Context: an optimization exercise on an open-source flow, tuned for small area. The choices shown serve that exercise and are no tape-out recipe.
Function was checked by simulation only, so behaviour that the tests miss may differ from the original.
No activity file was given, so power comes from the tool's default toggle rates.

Design gpio_axil, start of the top module:
module gpio_axil #
(
    parameter NUM_GPIO = 32,  
    parameter AXIL_ADDR_WIDTH = 16,
    parameter AXIL_ADDR_BASE = 0,
    parameter RB_NEXT_PTR = 0
)
(
    input  wire                         clk,
    input  wire                         rst,
    input  wire [AXIL_ADDR_WIDTH-1:0]   s_axil_awaddr,
    input  wire [2:0]                   s_axil_awprot,
    input  wire                         s_axil_awvalid,
    output wire                         s_axil_awready,
    input  wire [31:0]                  s_axil_wdata,
    input  wire [3:0]                   s_axil_wstrb,
    input  wire                         s_axil_wvalid,
    output wire                         s_axil_wready,
    output wire [1:0]                   s_axil_bresp,
    output wire                         s_axil_bvalid,
    input  wire                         s_axil_bready,
    input  wire [AXIL_ADDR_WIDTH-1:0]   s_axil_araddr,
    input  wire [2:0]                   s_axil_arprot,
    input  wire                         s_axil_arvalid,
    output wire                         s_axil_arready,
    output wire [31:0]                  s_axil_rdata,
    output wire [1:0]                   s_axil_rresp,
    output wire                         s_axil_rvalid,
    input  wire                         s_axil_rready,
    output wire                         irq,
    input  wire [NUM_GPIO-1:0]          gpio_i,
    output wire [NUM_GPIO-1:0]          gpio_t,
    output wire [NUM_GPIO-1:0]          gpio_o
);
clock: 5.0 ns
lec_check: 0
cap_margin: 20
core_margin: 2
core_utilization: 50
slew_margin: 20
synth_hierarchical: 1
standard.sh (not shown) runs the stock make flow with config.mk's settings and CLKGATE_MAP_FILE= SYNTH_SCRIPT=/design/flow/synth_recipe.tcl, a recipe that flattens the netlist after the stock synthesis.
==> flow/flow/run.sh <==
#!/bin/bash
# Standard layout, except: combinational cells start at their smallest drive
# strength, the ports get the smallest buffer, and the clock tree uses
# larger leaf clusters.
set -o pipefail
here=$(cd "$(dirname "$0")" && pwd)
bash standard.sh \
  "PRE_FLOORPLAN_TCL=$here/downsize.tcl" \
  "BUFFER_PORTS_ARGS=-buffer_cell sky130_fd_sc_hd__buf_1" \
  "CTS_ARGS=-sink_clustering_enable -repair_clock_nets -buf_list sky130_fd_sc_hd__clkbuf_8 -sink_clustering_size 24 -sink_clustering_max_diameter 80" \
  finish > standard.log 2>&1
==> flow/flow/downsize.tcl <==
# Before floorplanning: put every combinational cell at the smallest drive
# strength of its function. The repairs later in the flow size up whatever
# timing, slew or capacitance needs.
set lib_area {}
foreach lib [get_libs *] {
  foreach cell [get_lib_cells -quiet [get_name $lib]/*] {
    dict set lib_area [get_name $cell] [get_property $cell area]
  }
}
set dont_use {}
foreach c $::env(DONT_USE_CELLS) { lappend dont_use $c }
set n 0
foreach inst [[ord::get_db_block] getInsts] {
  set master [[$inst getMaster] getName]
  if {![regexp {^(sky130_fd_sc_hd__[a-z0-9]+)_([0-9]+)$} $master -> base drive]} { continue }
  if {[regexp {__(df|edf|sdf|dl|conb|tap|fill|decap|clk)} $base]} { continue }
  set best $master
  set best_area [dict get $lib_area $master]
  foreach cand [dict keys $lib_area ${base}_*] {
    if {![regexp "^${base}_\[0-9\]+\$" $cand]} { continue }
    if {[lsearch -exact $dont_use $cand] >= 0} { continue }
    set a [dict get $lib_area $cand]
    if {$a < $best_area - 1e-6} { set best $cand; set best_area $a }
  }
  if {$best ne $master} {
    replace_cell $inst [get_lib_cells $best]
    incr n
  }
}
puts "downsize: $n cells set to their smallest drive strength"
The first run died in 2_1_floorplan.
Rerun with:
--- a/flow/flow/run.sh
+++ b/flow/flow/run.sh
@@ -8,4 +8,4 @@
   "PRE_FLOORPLAN_TCL=$here/downsize.tcl" \
   "BUFFER_PORTS_ARGS=-buffer_cell sky130_fd_sc_hd__buf_1" \
-  "CTS_ARGS=-sink_clustering_enable -repair_clock_nets -buf_list sky130_fd_sc_hd__clkbuf_8 -sink_clustering_size 24 -sink_clustering_max_diameter 80" \
+  "CTS_ARGS=-sink_clustering_enable -repair_clock_nets -buf_list sky130_fd_sc_hd__clkbuf_8 -sink_clustering_size 16 -sink_clustering_max_diameter 50" \
   finish > standard.log 2>&1
==> flow/flow/downsize.tcl (replaced) <==
# Before floorplanning: put every combinational cell at the smallest drive
# strength of its function. The repairs later in the flow size up whatever
# timing, slew or capacitance needs.
set ds_dont_use $::env(DONT_USE_CELLS)
set ds_count 0
foreach inst [get_cells *] {
  set master [get_property $inst ref_name]
  if {![regexp {^(sky130_fd_sc_hd__[a-z0-9]+)_([0-9]+)$} $master -> base drive]} { continue }
  if {[regexp {__(df|edf|sdf|dl|conb|tap|fill|decap|clk)} $base]} { continue }
  set best $master
  set best_area [get_property [lindex [get_lib_cells */$master] 0] area]
  foreach cand [get_lib_cells */${base}_*] {
    set cname [get_name $cand]
    if {![regexp "^${base}_\[0-9\]+\$" $cname]} { continue }
    if {[lsearch -exact $ds_dont_use $cname] >= 0} { continue }
    set a [get_property $cand area]
    if {$a < $best_area - 1e-6} { set best $cname; set best_area $a }
  }
  if {$best ne $master} {
    replace_cell $inst [lindex [get_lib_cells */$best] 0]
    incr ds_count
  }
}
puts "downsize: $ds_count cells set to their smallest drive strength"
Result: The new run went through all stages and came out clean.

========
Another version of the RTL of gpio_axil (not shown whole).
Size: about 220 I/O pins.
## gpio_axil
module gpio_axil #
(
    parameter NUM_GPIO = 32,  
    parameter AXIL_ADDR_WIDTH = 16,
    parameter AXIL_ADDR_BASE = 0,
    parameter RB_NEXT_PTR = 0
)
(
    input  wire                         clk,
    input  wire                         rst,
    input  wire [AXIL_ADDR_WIDTH-1:0]   s_axil_awaddr,
    input  wire [2:0]                   s_axil_awprot,
    input  wire                         s_axil_awvalid,
    output wire                         s_axil_awready,
    input  wire [31:0]                  s_axil_wdata,
    input  wire [3:0]                   s_axil_wstrb,
    input  wire                         s_axil_wvalid,
    output wire                         s_axil_wready,
    output wire [1:0]                   s_axil_bresp,
    output wire                         s_axil_bvalid,
    input  wire                         s_axil_bready,
    input  wire [AXIL_ADDR_WIDTH-1:0]   s_axil_araddr,
    input  wire [2:0]                   s_axil_arprot,
    input  wire                         s_axil_arvalid,
    output wire                         s_axil_arready,
    output wire [31:0]                  s_axil_rdata,
    output wire [1:0]                   s_axil_rresp,
    output wire                         s_axil_rvalid,
    input  wire                         s_axil_rready,
    output wire                         irq,
    input  wire [NUM_GPIO-1:0]          gpio_i,
    output wire [NUM_GPIO-1:0]          gpio_t,
    output wire [NUM_GPIO-1:0]          gpio_o
);
clock: 5.0 ns
lec_check: 0
cap_margin: 20
core_margin: 2
core_utilization: 50
gpl_timing_driven: 0
slew_margin: 20
synth_hierarchical: 1
==> flow/flow/run.sh <==
#!/bin/bash
# Standard layout, except: combinational cells start at their smallest drive
# strength, the ports get the smallest buffer, and the clock tree uses
# larger leaf clusters.
set -o pipefail
here=$(cd "$(dirname "$0")" && pwd)
bash standard.sh \
  "PRE_FLOORPLAN_TCL=$here/downsize.tcl" \
  REMOVE_ABC_BUFFERS=1 \
  "BUFFER_PORTS_ARGS=-buffer_cell sky130_fd_sc_hd__buf_1" \
  "CTS_ARGS=-sink_clustering_enable -repair_clock_nets -dont_use_dummy_load -buf_list sky130_fd_sc_hd__clkbuf_16 -sink_clustering_size 36 -sink_clustering_max_diameter 70" \
  finish > standard.log 2>&1
==> flow/flow/downsize.tcl <==
# Before floorplanning: put every combinational cell at the smallest drive
# strength of its function. The repairs later in the flow size up whatever
# timing, slew or capacitance needs.
set ds_dont_use $::env(DONT_USE_CELLS)
set ds_count 0
foreach inst [get_cells *] {
  set master [get_property $inst ref_name]
  if {![regexp {^(sky130_fd_sc_hd__[a-z0-9]+)_([0-9]+)$} $master -> base drive]} { continue }
  if {[regexp {__(df|edf|sdf|dl|conb|tap|fill|decap|clk)} $base]} { continue }
  set best $master
  set best_area [get_property [lindex [get_lib_cells */$master] 0] area]
  foreach cand [get_lib_cells */${base}_*] {
    set cname [get_name $cand]
    if {![regexp "^${base}_\[0-9\]+\$" $cname]} { continue }
    if {[lsearch -exact $ds_dont_use $cname] >= 0} { continue }
    set a [get_property $cand area]
    if {$a < $best_area - 1e-6} { set best $cname; set best_area $a }
  }
  if {$best ne $master} {
    replace_cell $inst [lindex [get_lib_cells */$best] 0]
    incr ds_count
  }
}
puts "downsize: $ds_count cells set to their smallest drive strength"
The baseline finished clean.
Edit:
--- a/flow/flow/run.sh
+++ b/flow/flow/run.sh
@@ -8,3 +8,2 @@
   "PRE_FLOORPLAN_TCL=$here/downsize.tcl" \
-  REMOVE_ABC_BUFFERS=1 \
   "BUFFER_PORTS_ARGS=-buffer_cell sky130_fd_sc_hd__buf_1" \
CAP_MARGIN = 5   (was 20)
GPL_TIMING_DRIVEN = unset   (was 0)
SLEW_MARGIN = 5   (was 20)
The changed run produced a clean layout.
Clock-buffer cell count stays the same.
Wire length is lower slightly.
Flip-flop and latch count does not change.
Edit:
CAP_MARGIN = 20   (was 5)
SLEW_MARGIN = 20   (was 5)
Outcome: Hold slack does not change; global-route usage does not change; sequential share of layout area does not change; setup slack does not change; wire length does not change; clock skew stays the same; first-iteration DRC count does not change; combinational power hardly moves; count of clock-buffer cells in the layout stays the same.
Edit:
--- a/flow/flow/run.sh
+++ b/flow/flow/run.sh
@@ -9,3 +9,3 @@
   "BUFFER_PORTS_ARGS=-buffer_cell sky130_fd_sc_hd__buf_1" \
-  "CTS_ARGS=-sink_clustering_enable -repair_clock_nets -dont_use_dummy_load -buf_list sky130_fd_sc_hd__clkbuf_16 -sink_clustering_size 36 -sink_clustering_max_diameter 70" \
+  "CTS_ARGS=-sink_clustering_enable -repair_clock_nets -dont_use_dummy_load -buf_list {sky130_fd_sc_hd__clkbuf_8 sky130_fd_sc_hd__clkbuf_16} -sink_clustering_size 36 -sink_clustering_max_diameter 70" \
   finish > standard.log 2>&1
What happened:
- routed wire length does not change
- worst hold slack does not change
- die area stays the same
- worst setup slack does not change
- register-to-register slack barely changes
- flip-flop and latch count does not change
- clock skew does not change
- total power does not change

========
== old ==
gpio_axil again, from the RTL that the note above started with.
export LEC_CHECK = 0
export CAP_MARGIN = 20
export CORE_MARGIN = 2
export CORE_UTILIZATION = 50
export SLEW_MARGIN = 20
export SYNTH_HIERARCHICAL = 1
create_clock -name core_clock -period 5.0 [get_ports {clk}]
==> flow/flow/run.sh <==
#!/bin/bash
# Standard layout, except: combinational cells start at their smallest drive
# strength, the ports get the smallest buffer, and the clock tree uses
# larger leaf clusters.
set -o pipefail
here=$(cd "$(dirname "$0")" && pwd)
bash standard.sh \
  "PRE_FLOORPLAN_TCL=$here/downsize.tcl" \
  "BUFFER_PORTS_ARGS=-buffer_cell sky130_fd_sc_hd__buf_1" \
  "CTS_ARGS=-sink_clustering_enable -repair_clock_nets -dont_use_dummy_load -buf_list sky130_fd_sc_hd__clkbuf_8 -sink_clustering_size 16 -sink_clustering_max_diameter 60" \
  finish > standard.log 2>&1
Scripts as last shown in full above: flow/flow/downsize.tcl
Edits applied to the flow inputs when going from old to new:
diff --git a/flow/flow/run.sh b/flow/flow/run.sh
--- a/flow/flow/run.sh
+++ b/flow/flow/run.sh
@@ -8,4 +8,4 @@
   "PRE_FLOORPLAN_TCL=$here/downsize.tcl" \
   "BUFFER_PORTS_ARGS=-buffer_cell sky130_fd_sc_hd__buf_1" \
-  "CTS_ARGS=-sink_clustering_enable -repair_clock_nets -dont_use_dummy_load -buf_list sky130_fd_sc_hd__clkbuf_8 -sink_clustering_size 16 -sink_clustering_max_diameter 60" \
+  "CTS_ARGS=-sink_clustering_enable -repair_clock_nets -dont_use_dummy_load -buf_list sky130_fd_sc_hd__clkbuf_8 -sink_clustering_size 20 -sink_clustering_max_diameter 50" \
   finish > standard.log 2>&1
Results
Looking at new and old, the slew at the pin closest to its max-slew limit is a wash. Against old, new comes in 0.3 points lower on part of the total power dissipated in combinational logic. Count of cell instances traversed by the critical path, new and old, higher one = new. Lower clock network power among new and old: old. Between new and old, the die span in y does not differ in any meaningful way. Reported leakage power delta (new − old): unfavourable.

==> what the ideal ports hide <==
How much do the figures lean on ideal ports? The routed layouts below were timed once more, with nothing changed but the port constraints.
Step 1 assumes that a clkbuf_16 drives the clock port and a buf_2 every other input.
Step 2 also shifts input and output timing later by t, the mid clock arrival at the registers, as if the neighbouring blocks saw the same clock.
Slacks: ideal ports / drivers / drivers and shift; pairs: ideal ports / drivers.
run | t (ns) | setup slack, ns | hold WS [ns] | worst setup path at the end | worst slew at a driven data input, ns
the second run of note 1 | 0.630 | 1.298 / 1.254 / 1.072 | 0.490 / 0.490 / 0.490 | input to register | 0.08
the first run of note 2 | 0.536 | 1.529 / 1.557 / 1.020 | 0.491 / 0.491 / 0.491 | input to register | 0.08
the second run of note 2 | 0.538 | 1.584 / 1.612 / 1.074 | 0.491 / 0.491 / 0.491 | input to register | 0.09
the third run of note 2 | 0.538 | 1.584 / 1.612 / 1.074 | 0.491 / 0.491 / 0.491 | input to register | 0.09
the fourth run of note 2 | 0.538 | 1.584 / 1.612 / 1.074 | 0.491 / 0.491 / 0.491 | input to register | 0.09
old | 0.589 | 1.596 / 1.553 / 1.039 | 0.492 / 0.492 / 0.492 | input to register | 0.07
new | 0.562 | 1.601 / 1.626 / 1.065 | 0.485 / 0.485 / 0.485 | input to register | 0.08
After both steps every run listed still meets setup and hold. For old, which loses most, drivers alone change the setup slack by -0.043 ns; drivers and shift together by -0.557 ns.
